Context: an optimization exercise on an open-source flow, tuned for small area. The choices shown serve that exercise and are no tape-out recipe. Function was checked by simulation only, so behaviour that the tests miss may differ from the original. Power figures rest on the tool's default switching activity, not on a simulated workload.

// Guitar_Villains
module Guitar_Villains(
    input logic clk,
    input logic n_rst,
    input logic [3:0]button,
    input logic chip_select,
    output logic [6:0]top_row,
    output logic [6:0]bottom_row,
    output logic red_disp,
    output logic green_disp,
    output logic [6:0]ss0,
    output logic [6:0]ss1
);
Size: about 300 flip-flops, roughly 37 I/O pins, roughly 16000 um2 of cells after synthesis.
==> flow/config.mk <==
export PLATFORM = sky130hd
export DESIGN_NAME = Guitar_Villains
export DESIGN_NICKNAME = Guitar_Villains
export VERILOG_FILES = /design/flow/design.v
export SDC_FILE = /design/flow/constraint.sdc
export NUM_CORES = 4
export LEC_CHECK = 0
export ABC_AREA = 1
export CAP_MARGIN = 20
export CORE_MARGIN = 2
export CORE_UTILIZATION = 60
export CTS_BUF_LIST = sky130_fd_sc_hd__clkbuf_16
export CTS_CLUSTER_DIAMETER = 100
export CTS_CLUSTER_SIZE = 24
export SLEW_MARGIN = 20
==> flow/constraint.sdc <==
create_clock -name core_clock -period 20.0 [get_ports {clk}]
set_input_delay 4.0000 -clock core_clock [delete_from_list [all_inputs] [get_ports {clk}]]
set_output_delay 4.0000 -clock core_clock [all_outputs]
set_load 0.01 [all_outputs]
standard.sh (not shown) runs the stock make flow with config.mk's settings and CLKGATE_MAP_FILE= SYNTH_SCRIPT=/design/flow/synth_recipe.tcl, a recipe that flattens the netlist after the stock synthesis.
==> flow/flow/run.sh <==
#!/bin/bash
# Own layout flow: the standard ORFS flow (standard.sh) with these changes,
# all made through ORFS's own variables:
#  - synthesis maps the logic with an area-oriented ABC script (abc_area.script
#    here: three rounds of &dch / &nf with area recovery, no buffering or gate
#    upsizing); ORFS's scripts are used from a copy whose abc_area.script is
#    this one. Registers and every other synthesis step are unchanged;
#  - half-adder cells are added to the don't-use list, so Yosys's extract_fa
#    leaves XOR logic to ABC;
#  - port buffers use the smallest buffer cell instead of clkdlybuf4s50_1;
#  - clock tree synthesis without dummy loads, clkbuf_16 leaf clusters of up
#    to 24 sinks.
# Each tool's full output stays in orfs/logs/; make's output goes to flow.log.
set -euo pipefail
here=$(pwd)
platform_dont_use=$(sed -n '/^export DONT_USE_CELLS += /,/[^\\]$/p' \
  "$FLOW_HOME/platforms/sky130hd/config.mk" | tr -d '\\' | sed 's/export DONT_USE_CELLS += //' | tr -s ' \n' ' ')
rm -rf "$here/orfs_scripts"
cp -r "$FLOW_HOME/scripts" "$here/orfs_scripts"
cp "$here/flow/abc_area.script" "$here/orfs_scripts/abc_area.script"
export BUFFER_PORTS_ARGS="-buffer_cell sky130_fd_sc_hd__buf_1"
export CTS_ARGS="-sink_clustering_enable -repair_clock_nets -dont_use_dummy_load -buf_list sky130_fd_sc_hd__clkbuf_16 -sink_clustering_size 24 -sink_clustering_max_diameter 100"
bash standard.sh "SCRIPTS_DIR=$here/orfs_scripts" \
  "DONT_USE_CELLS=$platform_dont_use sky130_fd_sc_hd__ha_1 sky130_fd_sc_hd__ha_2 sky130_fd_sc_hd__ha_4" \
  finish > flow.log 2>&1
==> flow/flow/abc_area.script <==
strash
&get -n
&st
&dch
&nf -R 1000
&st
&dch
&nf -R 1000
&st
&dch
&nf -R 1000
&put
topo
stime -c
The first run ran to the end with no violations.
==> next run, changes <==
--- a/flow/flow/run.sh
+++ b/flow/flow/run.sh
@@ -5 +5,2 @@
-#    here: three rounds of &dch / &nf with area recovery, no buffering or gate
+#    here: five rounds of &b / &dch / &nf with relaxed delay and pin
+#    permutation, no buffering or gate
==> flow/flow/abc_area.script (replaced) <==
strash
&get -n
&st
&b
&dch
&nf -R 1000 -p
&st
&b
&dch
&nf -R 1000 -p
&st
&b
&dch
&nf -R 1000 -p
&st
&b
&dch
&nf -R 1000 -p
&st
&b
&dch
&nf -R 1000 -p
&put
topo
stime -c
After rerunning: Synthesized cell count fell by about 1%; global-route usage rose by 0.25 points; clock skew stays flat; total power goes up by 7.5%; sequential cell count is unchanged; routed wire length went up by 0.48%; hold slack is better by 0.0039 ns; core utilization drops by 0.49 points; setup slack got worse by 0.39 ns; non-clock buffer count is lower by 5; cell count came out lower by about 1%.

== job 404 ==
Another version of the RTL of Guitar_Villains (not shown whole).
Size: ~310 flip-flops, ~18,000 µm² of cells after synthesis.
clock: 20.0 ns
lec_check: 0
abc_area: 1
cap_margin: 20
core_margin: 2
core_utilization: 60
cts_buf_list: sky130_fd_sc_hd__clkbuf_16
cts_cluster_diameter: 100
cts_cluster_size: 24
slew_margin: 20
run.sh (not shown) runs the stock make flow with config.mk's settings and CLKGATE_MAP_FILE= SYNTH_SCRIPT=/design/flow/synth_recipe.tcl, a recipe that flattens the netlist after the stock synthesis.
Stock flow here: none of the scripts above is used.
diff inputs: job 404 => job 2739
==> flow/flow/run.sh (new file) <==
#!/bin/bash
# Own layout flow: the standard ORFS flow (standard.sh, unchanged synthesis),
# with two settings passed to ORFS's own scripts through the environment:
#  - port buffers use the smallest buffer cell instead of clkdlybuf4s50_1;
#  - clock tree synthesis without dummy loads, with clkbuf_16 leaf clusters of up to 24 sinks.
# Each tool's full output stays in orfs/logs/; make's output goes to flow.log.
set -euo pipefail
export BUFFER_PORTS_ARGS="-buffer_cell sky130_fd_sc_hd__buf_1"
export CTS_ARGS="-sink_clustering_enable -repair_clock_nets -dont_use_dummy_load -buf_list sky130_fd_sc_hd__clkbuf_16 -sink_clustering_size 24 -sink_clustering_max_diameter 100"
bash standard.sh > flow.log 2>&1
==> flow/standard.sh (new file) <==
#!/bin/bash
# synth_recipe.tcl (not shown) runs the flow's synth.tcl, then flattens the netlist and writes it again
# the make line also repeats each setting of config.mk as NAME=value (left out here)
make -C /OpenROAD-flow-scripts/flow DESIGN_CONFIG=/design/flow/config.mk WORK_HOME=/design/flow/orfs CLKGATE_MAP_FILE= SYNTH_SCRIPT=/design/flow/synth_recipe.tcl "${@:-finish}"
removed: flow/run.sh
Findings:
- Every run in the comparison, job 404 and job 2739, completed the flow with a clean layout.
- Compared with job 404, in job 2739 power dissipated in the clock network now sits lower; depth of the worst register-to-register path now sits lower; non-clock buffer share of cell area now sits lower; wire length of the first global-routing pass now sits lower.
- Job 404 has lower worst setup margin than job 2739.
- Re part of the cycle the worst path needs: job 2739 is 0.22 points down on job 404.
- Job 404 → job 2739: overall global routing resource usage saw a decrease, portion of total power attributed to the clock network saw little to no change, post-layout minimum cycle time saw a decrease, power saw a decrease.

## JK
Another version of the RTL of Guitar_Villains (not shown whole).
Size in the first run: roughly 16000 um^2 of cells after synthesis.
// Guitar_Villains
module Guitar_Villains(
    input logic clk,
    input logic n_rst,
    input logic [3:0]button,
    input logic chip_select,
    output logic [6:0]top_row,
    output logic [6:0]bottom_row,
    output logic red_disp,
    output logic green_disp,
    output logic [6:0]ss0,
    output logic [6:0]ss1
);
Settings: LEC_CHECK=0, ABC_AREA=1, CAP_MARGIN=0, CORE_MARGIN=2, CORE_UTILIZATION=60, GPL_TIMING_DRIVEN=0, SLEW_MARGIN=0; clock period 20.0 ns.
standard.sh (not shown) runs the stock make flow with config.mk's settings and CLKGATE_MAP_FILE= SYNTH_SCRIPT=/design/flow/synth_recipe.tcl, a recipe that flattens the netlist after the stock synthesis.
==> flow/flow/run.sh <==
#!/bin/bash
# Own layout flow: the standard ORFS flow (standard.sh) with these changes,
# all made through ORFS's own variables:
#  - synthesis maps the logic with an area-oriented ABC script (abc_area.script
#    here: three rounds of &dch / &nf with area recovery, no buffering or gate
#    upsizing); ORFS's scripts are used from a copy whose abc_area.script is
#    this one. Registers and every other synthesis step are unchanged;
#  - half-adder cells are added to the don't-use list, so Yosys's extract_fa
#    leaves XOR logic to ABC;
#  - port buffers use the smallest buffer cell instead of clkdlybuf4s50_1;
#  - clock tree synthesis without dummy loads, clkbuf_16 leaf clusters of up
#    to 24 sinks.
# Each tool's full output stays in orfs/logs/; make's output goes to flow.log.
set -euo pipefail
here=$(pwd)
platform_dont_use=$(sed -n '/^export DONT_USE_CELLS += /,/[^\\]$/p' \
  "$FLOW_HOME/platforms/sky130hd/config.mk" | tr -d '\\' | sed 's/export DONT_USE_CELLS += //' | tr -s ' \n' ' ')
rm -rf "$here/orfs_scripts"
cp -r "$FLOW_HOME/scripts" "$here/orfs_scripts"
cp "$here/flow/abc_area.script" "$here/orfs_scripts/abc_area.script"
export BUFFER_PORTS_ARGS="-buffer_cell sky130_fd_sc_hd__buf_1"
export CTS_ARGS="-sink_clustering_enable -repair_clock_nets -dont_use_dummy_load -buf_list sky130_fd_sc_hd__clkbuf_16 -sink_clustering_size 24 -sink_clustering_max_diameter 100"
bash standard.sh "SCRIPTS_DIR=$here/orfs_scripts" \
  "DONT_USE_CELLS=$platform_dont_use sky130_fd_sc_hd__ha_1 sky130_fd_sc_hd__ha_2 sky130_fd_sc_hd__ha_4" \
  finish > flow.log 2>&1
==> flow/flow/abc_area.script <==
strash
&get -n
&st
&dch
&nf -R 1000
&st
&dch
&nf -R 1000
&st
&dch
&nf -R 1000
&put
topo
stime -c
[inputs] MS vs JK
- CTS_CLUSTER_SIZE newly set to 24
- GPL_TIMING_DRIVEN removed (was 0)
- CTS_BUF_LIST newly set to sky130_fd_sc_hd__clkbuf_16
- SLEW_MARGIN changed from 0 to 20
- CAP_MARGIN changed from 0 to 20
- CTS_CLUSTER_DIAMETER newly set to 100
--- a/flow/flow/run.sh
+++ b/flow/flow/run.sh
@@ -11,3 +11,3 @@
 #  - clock tree synthesis without dummy loads, clkbuf_16 leaf clusters of up
-#    to 24 sinks.
+#    to 30 sinks.
 # Each tool's full output stays in orfs/logs/; make's output goes to flow.log.
@@ -21,3 +21,3 @@
 export BUFFER_PORTS_ARGS="-buffer_cell sky130_fd_sc_hd__buf_1"
-export CTS_ARGS="-sink_clustering_enable -repair_clock_nets -dont_use_dummy_load -buf_list sky130_fd_sc_hd__clkbuf_16 -sink_clustering_size 24 -sink_clustering_max_diameter 100"
+export CTS_ARGS="-sink_clustering_enable -repair_clock_nets -dont_use_dummy_load -buf_list sky130_fd_sc_hd__clkbuf_16 -sink_clustering_size 30 -sink_clustering_max_diameter 120"
 bash standard.sh "SCRIPTS_DIR=$here/orfs_scripts" \
==> comparison <==
- JK -> MS: inverter count of the layout excluding clock inverters delta 0, exact match
- Against JK, MS comes in 0.44 points lower on final design utilization.
- Going from JK to MS, layout-stage area growth over the synthesis result moved down, clock share of power went down 0.8 points.

Another version of the RTL of Guitar_Villains (not shown whole).
Size: ~2,300 cells after synthesis, about 310 flip-flops, about 37 I/O pins.
export LEC_CHECK = 0
export ABC_AREA = 1
export CAP_MARGIN = 20
export CORE_MARGIN = 2
export CORE_UTILIZATION = 75
export PLACE_DENSITY = 0.85
export SLEW_MARGIN = 20
create_clock -name core_clock -period 20.0 [get_ports {clk}]
==> flow/flow/run.sh <==
#!/bin/bash
# Own layout flow: the standard ORFS flow (standard.sh) with these changes,
# all passed to ORFS's own scripts:
#  - half-adder cells are added to the don't-use list, so Yosys's extract_fa
#    leaves XOR logic to ABC, which maps it with smaller gates (the registers
#    and everything else in synthesis are unchanged);
#  - port buffers use the smallest buffer cell instead of clkdlybuf4s50_1;
#  - clock tree synthesis without dummy loads, clkbuf_16 leaf clusters of up
#    to 24 sinks.
# Each tool's full output stays in orfs/logs/; make's output goes to flow.log.
set -euo pipefail
platform_dont_use=$(sed -n '/^export DONT_USE_CELLS += /,/[^\\]$/p' \
  "$FLOW_HOME/platforms/sky130hd/config.mk" | tr -d '\\' | sed 's/export DONT_USE_CELLS += //' | tr -s ' \n' ' ')
export BUFFER_PORTS_ARGS="-buffer_cell sky130_fd_sc_hd__buf_1"
export CTS_ARGS="-sink_clustering_enable -repair_clock_nets -dont_use_dummy_load -buf_list sky130_fd_sc_hd__clkbuf_16 -sink_clustering_size 24 -sink_clustering_max_diameter 100"
bash standard.sh "DONT_USE_CELLS=$platform_dont_use sky130_fd_sc_hd__ha_1 sky130_fd_sc_hd__ha_2 sky130_fd_sc_hd__ha_4" finish > flow.log 2>&1
The baseline passed the timing, DRC and antenna checks.
Change:
==> flow/flow/run.sh (replaced) <==
#!/bin/bash
# Own layout flow: the standard ORFS flow (standard.sh) with these changes,
# all made through ORFS's own variables:
#  - synthesis maps the logic with an area-oriented ABC script (abc_area.script
#    here: two rounds of &dch / &nf with area recovery, no buffering or gate
#    upsizing); ORFS's scripts are used from a copy whose abc_area.script is
#    this one. Registers and every other synthesis step are unchanged;
#  - half-adder cells are added to the don't-use list, so Yosys's extract_fa
#    leaves XOR logic to ABC;
#  - port buffers use the smallest buffer cell instead of clkdlybuf4s50_1;
#  - clock tree synthesis without dummy loads, clkbuf_16 leaf clusters of up
#    to 24 sinks.
# Each tool's full output stays in orfs/logs/; make's output goes to flow.log.
set -euo pipefail
here=$(pwd)
platform_dont_use=$(sed -n '/^export DONT_USE_CELLS += /,/[^\\]$/p' \
  "$FLOW_HOME/platforms/sky130hd/config.mk" | tr -d '\\' | sed 's/export DONT_USE_CELLS += //' | tr -s ' \n' ' ')
rm -rf "$here/orfs_scripts"
cp -r "$FLOW_HOME/scripts" "$here/orfs_scripts"
cp "$here/flow/abc_area.script" "$here/orfs_scripts/abc_area.script"
export BUFFER_PORTS_ARGS="-buffer_cell sky130_fd_sc_hd__buf_1"
export CTS_ARGS="-sink_clustering_enable -repair_clock_nets -dont_use_dummy_load -buf_list sky130_fd_sc_hd__clkbuf_16 -sink_clustering_size 24 -sink_clustering_max_diameter 100"
bash standard.sh "SCRIPTS_DIR=$here/orfs_scripts" \
  "DONT_USE_CELLS=$platform_dont_use sky130_fd_sc_hd__ha_1 sky130_fd_sc_hd__ha_2 sky130_fd_sc_hd__ha_4" \
  finish > flow.log 2>&1
==> flow/flow/abc_area.script (new file) <==
strash
&get -n
&st
&dch
&nf -R 1000
&st
&dch
&nf -R 1000
&put
topo
stime -c
--- a/flow/config.mk
+++ b/flow/config.mk
@@ -10,4 +10,6 @@
 export CORE_MARGIN = 2
-export CORE_UTILIZATION = 75
-export PLACE_DENSITY = 0.85
+export CORE_UTILIZATION = 60
+export CTS_BUF_LIST = sky130_fd_sc_hd__clkbuf_16
+export CTS_CLUSTER_DIAMETER = 100
+export CTS_CLUSTER_SIZE = 24
 export SLEW_MARGIN = 20
Die area rose by 16%; sequential share of layout area rose by 2.0 points; combinational power fell by about 9%; cell area fell by 4.6%; total power fell by 3.4%; via count fell by 14%.

separate check: timing with driven ports:
The flow's constraints put no driver on any port. The routed layouts listed below were extracted and timed again, unchanged, in two steps.
Step 1 sets driving cells, clkbuf_16 on the clock port and buf_2 on the other inputs (assumed; they add their load-dependent delay and slew).
Step 2 also shifts input and output timing later by t, the mid clock arrival at the registers, as if the neighbouring blocks saw the same clock.
Three values: ideal, step 1, step 2; two values: the first two.
run	t, ns	slack for setup (ns)	worst setup path at the end
the first run of note 1	0.546	1.438 / 1.386 / 1.933	register to output
the second run of note 1	0.544	1.051 / 1.000 / 1.544	register to output
job 404	0.566	1.016 / 0.962 / 1.527	register to output
job 2739	0.544	1.060 / 1.007 / 1.551	register to output
JK	0.548	1.094 / 1.044 / 1.592	register to output
MS	0.542	1.132 / 1.084 / 1.626	register to output
the first run of note 4	0.534	2.634 / 2.583 / 3.117	register to output
the second run of note 4	0.544	1.033 / 0.982 / 1.526	register to output
After both steps every run listed still meets setup and hold.
